Source: an optimization exercise on an open RTL-to-GDS flow (aim: small area, a short achievable clock period and few clock cycles per item). Production flows keep margins and buffers that such runs may drop.

==> flow/design.v <==
module booth_controller(
    input clk,
    input rst,
    input [1:0] mode,
    input start,
    input [15:0] M,
    input [15:0] Q,
    output [31:0] result,
    output done
);
  reg [15:0] Ar;
  reg [15:0] Qr;
  reg [3:0]  pb;       
  reg [15:0] Mr;
  reg        m0, m1, m2;    
  reg        busy;
  reg [2:0]  cnt;
  always @(posedge clk) begin
    Mr <= M;
    m2 <= mode[1];
    m1 <= ~mode[1] & mode[0];
    m0 <= ~mode[1] & ~mode[0];
  end
  wire [3:0] lb = {m2, ~m0, m2, 1'b1};
  wire [15:0] As = Ar;
  wire [15:0] Qs = Qr;
  wire [3:0]  ps = pb;
  wire [1:0]  md = {m2, m1};
  wire [3:0] ra_one, ra_two, ra_neg, rb_one, rb_two, rb_neg;
  genvar b, j;
  generate
    for (b = 0; b < 4; b = b + 1) begin : g_raw
      wire q0 = Qs[4*b], q1 = Qs[4*b+1], q2 = Qs[4*b+2], q3 = Qs[4*b+3], qm = ps[b];
      assign ra_one[b] = q0 ^ qm;
      assign ra_two[b] = (q1 & ~q0 & ~qm) | (~q1 & q0 & qm);
      assign ra_neg[b] = q1;
      assign rb_one[b] = q2 ^ q1;
      assign rb_two[b] = (q3 & ~q2 & ~q1) | (~q3 & q2 & q1);
      assign rb_neg[b] = q3;
    end
  endgenerate
  function [2:0] pick;
    input [1:0] md;
    input [1:0] blk;
    input [2:0] d0, d1, d2, d3;
    case (blk)
      2'd0: pick = d0;
      2'd1: pick = md[1] ? d1 : d0;
      2'd2: pick = (md == 2'b00) ? d0 : d2;
      default: pick = md[1] ? d3 : (md[0] ? d2 : d0);
    endcase
  endfunction
  wire [3:0] a_one, a_two, a_neg, b_one, b_two, b_neg;
  generate
    for (b = 0; b < 4; b = b + 1) begin : g_sel
      assign {a_one[b], a_two[b], a_neg[b]} = pick(md, b,
          {ra_one[0], ra_two[0], ra_neg[0]}, {ra_one[1], ra_two[1], ra_neg[1]},
          {ra_one[2], ra_two[2], ra_neg[2]}, {ra_one[3], ra_two[3], ra_neg[3]});
      assign {b_one[b], b_two[b], b_neg[b]} = pick(md, b,
          {rb_one[0], rb_two[0], rb_neg[0]}, {rb_one[1], rb_two[1], rb_neg[1]},
          {rb_one[2], rb_two[2], rb_neg[2]}, {rb_one[3], rb_two[3], rb_neg[3]});
    end
  endgenerate
  wire [15:0] Mp = {Mr[14:12], Mr[11] & ~lb[3], Mr[10:8], Mr[7] & ~lb[2],
                    Mr[6:4], Mr[3] & ~lb[1], Mr[2:0], 1'b0};
  wire [15:0] P0, P1, R1, X, C, V;
  generate
    for (j = 0; j < 16; j = j + 1) begin : g_col
      localparam integer B = j / 4, R = j % 4;
      assign P0[j] = ((a_one[B] & Mr[j]) | (a_two[B] & Mp[j])) ^ a_neg[B];
      assign P1[j] = ((b_one[B] & Mr[j]) | (b_two[B] & Mp[j])) ^ b_neg[B];
      if (j == 0) begin : g_r0
        assign R1[j] = a_neg[0];
        assign V[j]  = b_neg[0];
      end else if (j == 1) begin : g_r1
        assign R1[j] = b_neg[0];
        assign V[j]  = C[j-1];
      end else if (R == 0) begin : g_l0
        assign R1[j] = lb[B] ? a_neg[B] : P1[j-2];
        assign V[j]  = lb[B] ? b_neg[B] : C[j-1];
      end else if (R == 1) begin : g_l1
        assign R1[j] = lb[B] ? b_neg[B] : P1[j-2];
        assign V[j]  = C[j-1];
      end else begin : g_in
        assign R1[j] = P1[j-2];
        assign V[j]  = C[j-1];
      end
      assign X[j] = As[j] ^ P0[j] ^ R1[j];
      assign C[j] = (As[j] & P0[j]) | (As[j] & R1[j]) | (P0[j] & R1[j]);
    end
  endgenerate
  wire [3:0] xe [0:3];
  wire [3:0] ye [0:3];
  generate
    for (b = 0; b < 4; b = b + 1) begin : g_ext
      wire as = As[4*b+3];
      wire s0 = ((a_one[b] | a_two[b]) & Mr[4*b+3]) ^ a_neg[b];
      wire s1 = ((b_one[b] | b_two[b]) & Mr[4*b+3]) ^ b_neg[b];
      wire e0 = P1[4*b+2], e1 = P1[4*b+3];
      wire x2 = as ^ s0 ^ s1;
      wire c2 = (as & s0) | (as & s1) | (s0 & s1);
      assign xe[b] = {x2, x2, as ^ s0 ^ e1, as ^ s0 ^ e0};
      assign ye[b] = {c2, (as & s0) | (as & e1) | (s0 & e1),
                      (as & s0) | (as & e0) | (s0 & e0), C[4*b+3]};
    end
  endgenerate
  wire [3:0] gu = ~lb | b_neg;
  wire [3:0] gv = lb & b_neg;
  wire [23:0] U = {xe[3], X[15:12], gu[3], X[11:8], gu[2], X[7:4], gu[1], X[3:0], gu[0]};
  wire [23:0] W = {ye[3], V[15:12], gv[3], V[11:8], gv[2], V[7:4], gv[1], V[3:0], gv[0]};
  wire [23:0] T = U + W;
  wire [15:0] S = {T[19:16], T[14:11], T[9:6], T[4:1]};
  wire [2:0]  co = {T[15], T[10], T[5]};    
  wire [3:0] E [0:3];
  assign E[3] = T[23:20];
  generate
    for (b = 0; b < 3; b = b + 1) begin : g_ecpa
      wire [4:0] t = {xe[b], co[b]} + {ye[b], co[b]};
      assign E[b] = t[4:1];
    end
  endgenerate
  wire [15:0] An = {E[3],
                    m2 ? E[2] : S[15:12],
                    m0 ? S[11:8] : E[1],
                    m2 ? E[0] : S[7:4]};
  wire [15:0] Qn = {m2 ? S[15:12] : m1 ? S[11:8] : S[3:0],
                    m2 ? S[11:8] : Qs[15:12],
                    m2 ? S[7:4] : m1 ? S[3:0] : Qs[11:8],
                    m2 ? S[3:0] : Qs[7:4]};
  always @(posedge clk) begin
    Ar <= busy ? An : 16'd0;
    Qr <= busy ? Qn : Q;
    pb <= busy ? {Qs[15], Qs[11], Qs[7], Qs[3]} : 4'd0;
  end
  wire last = (cnt == 3'd0);
  always @(posedge clk) begin
    if (rst) busy <= 1'b0;
    else if (busy) busy <= ~last;
    else busy <= start;
    if (busy) cnt <= cnt - 3'd1;
    else cnt <= mode[1] ? 3'd1 : mode[0] ? 3'd2 : 3'd4;
  end
  assign result = m2 ? {Ar[15:12], Qr[15:12], Ar[11:8], Qr[11:8], Ar[7:4], Qr[7:4], Ar[3:0], Qr[3:0]} :
                  m1 ? {Ar[15:8], Qr[15:8], Ar[7:0], Qr[7:0]} :
                       {Ar, Qr};
  assign done = busy & last;
endmodule
Settings: LEC_CHECK=0, CAP_MARGIN=20, CORE_MARGIN=2, CORE_UTILIZATION=40, SLEW_MARGIN=20; clock period 11.0 ns.
run.sh (not shown) runs the stock make flow with config.mk's settings and CLKGATE_MAP_FILE= SYNTH_SCRIPT=/design/flow/synth_recipe.tcl, a recipe that flattens the netlist after the stock synthesis.
Then changed:
--- a/flow/design.v
+++ b/flow/design.v
@@ -11,21 +11,15 @@
   reg [15:0] Ar;
   reg [15:0] Qr;
   reg [3:0]  pb;       
-  reg [15:0] Mr;
-  reg        m0, m1, m2;    
   reg        busy;
-  reg [2:0]  cnt;
-  always @(posedge clk) begin
-    Mr <= M;
-    m2 <= mode[1];
-    m1 <= ~mode[1] & mode[0];
-    m0 <= ~mode[1] & ~mode[0];
-  end
+  reg [1:0]  cnt;
+  wire m2 = mode[1];
+  wire m0 = ~mode[1] & ~mode[0];
+  wire m1 = ~mode[1] & mode[0];
   wire [3:0] lb = {m2, ~m0, m2, 1'b1};
-  wire [15:0] As = Ar;
-  wire [15:0] Qs = Qr;
-  wire [3:0]  ps = pb;
-  wire [1:0]  md = {m2, m1};
+  wire [15:0] As = busy ? Ar : 16'd0;
+  wire [15:0] Qs = busy ? Qr : Q;
+  wire [3:0]  ps = busy ? pb : 4'd0;
   wire [3:0] ra_one, ra_two, ra_neg, rb_one, rb_two, rb_neg;
   genvar b, j;
   generate
@@ -53,22 +47,22 @@
   wire [3:0] a_one, a_two, a_neg, b_one, b_two, b_neg;
   generate
     for (b = 0; b < 4; b = b + 1) begin : g_sel
-      assign {a_one[b], a_two[b], a_neg[b]} = pick(md, b,
+      assign {a_one[b], a_two[b], a_neg[b]} = pick(mode, b,
           {ra_one[0], ra_two[0], ra_neg[0]}, {ra_one[1], ra_two[1], ra_neg[1]},
           {ra_one[2], ra_two[2], ra_neg[2]}, {ra_one[3], ra_two[3], ra_neg[3]});
-      assign {b_one[b], b_two[b], b_neg[b]} = pick(md, b,
+      assign {b_one[b], b_two[b], b_neg[b]} = pick(mode, b,
           {rb_one[0], rb_two[0], rb_neg[0]}, {rb_one[1], rb_two[1], rb_neg[1]},
           {rb_one[2], rb_two[2], rb_neg[2]}, {rb_one[3], rb_two[3], rb_neg[3]});
     end
   endgenerate
-  wire [15:0] Mp = {Mr[14:12], Mr[11] & ~lb[3], Mr[10:8], Mr[7] & ~lb[2],
-                    Mr[6:4], Mr[3] & ~lb[1], Mr[2:0], 1'b0};
+  wire [15:0] Mp = {M[14:12], M[11] & ~lb[3], M[10:8], M[7] & ~lb[2],
+                    M[6:4], M[3] & ~lb[1], M[2:0], 1'b0};
   wire [15:0] P0, P1, R1, X, C, V;
   generate
     for (j = 0; j < 16; j = j + 1) begin : g_col
       localparam integer B = j / 4, R = j % 4;
-      assign P0[j] = ((a_one[B] & Mr[j]) | (a_two[B] & Mp[j])) ^ a_neg[B];
-      assign P1[j] = ((b_one[B] & Mr[j]) | (b_two[B] & Mp[j])) ^ b_neg[B];
+      assign P0[j] = ((a_one[B] & M[j]) | (a_two[B] & Mp[j])) ^ a_neg[B];
+      assign P1[j] = ((b_one[B] & M[j]) | (b_two[B] & Mp[j])) ^ b_neg[B];
       if (j == 0) begin : g_r0
         assign R1[j] = a_neg[0];
         assign V[j]  = b_neg[0];
@@ -94,8 +88,8 @@
   generate
     for (b = 0; b < 4; b = b + 1) begin : g_ext
       wire as = As[4*b+3];
-      wire s0 = ((a_one[b] | a_two[b]) & Mr[4*b+3]) ^ a_neg[b];
-      wire s1 = ((b_one[b] | b_two[b]) & Mr[4*b+3]) ^ b_neg[b];
+      wire s0 = ((a_one[b] | a_two[b]) & M[4*b+3]) ^ a_neg[b];
+      wire s1 = ((b_one[b] | b_two[b]) & M[4*b+3]) ^ b_neg[b];
       wire e0 = P1[4*b+2], e1 = P1[4*b+3];
       wire x2 = as ^ s0 ^ s1;
       wire c2 = (as & s0) | (as & s1) | (s0 & s1);
@@ -128,17 +122,17 @@
                     m2 ? S[7:4] : m1 ? S[3:0] : Qs[11:8],
                     m2 ? S[3:0] : Qs[7:4]};
   always @(posedge clk) begin
-    Ar <= busy ? An : 16'd0;
-    Qr <= busy ? Qn : Q;
-    pb <= busy ? {Qs[15], Qs[11], Qs[7], Qs[3]} : 4'd0;
+    Ar <= An;
+    Qr <= Qn;
+    pb <= {Qs[15], Qs[11], Qs[7], Qs[3]};
   end
-  wire last = (cnt == 3'd0);
+  wire last = (cnt == 2'd0);
   always @(posedge clk) begin
     if (rst) busy <= 1'b0;
     else if (busy) busy <= ~last;
     else busy <= start;
-    if (busy) cnt <= cnt - 3'd1;
-    else cnt <= mode[1] ? 3'd1 : mode[0] ? 3'd2 : 3'd4;
+    if (busy) cnt <= cnt - 2'd1;
+    else cnt <= m0 ? 2'd3 : m1 ? 2'd1 : 2'd0;
   end
   assign result = m2 ? {Ar[15:12], Qr[15:12], Ar[11:8], Qr[11:8], Ar[7:4], Qr[7:4], Ar[3:0], Qr[3:0]} :
                   m1 ? {Ar[15:8], Qr[15:8], Ar[7:0], Qr[7:0]} :
Die area falls by 0.62%.
Final area decreases by 2.7%.
Via count is lower by 0.86%.
Routed wire length shrinks by 3.1%.
No functional check of the RTL was part of any run of this note.

[port drivers added, routing unchanged]
Ports are ideal in the flow. The routed layouts listed here were re-timed in OpenROAD.
Step 1 assumes that a clkbuf_16 drives the clock port and a buf_2 every other input.
Step 2 times the ports against the registers' clock, not the clock port: input delays grow and output delays shrink by t, the midpoint of the rising clock arrivals with the driver on.
Slacks: ideal ports / drivers / drivers and shift; pairs: ideal ports / drivers.
run | t, ns | setup slack, ns | slew at the worst register clock pin (ns)
the first run | 0.387 | 4.933 / 4.933 / 4.933 | 0.06 / 0.06
the second run | 0.328 | 3.599 / 3.610 / 3.282 | 0.07 / 0.07
After both steps setup and hold are still met in every run listed. The setup slack of the second run, which loses most, moves by +0.011 ns with the drivers and by -0.317 ns with both steps.
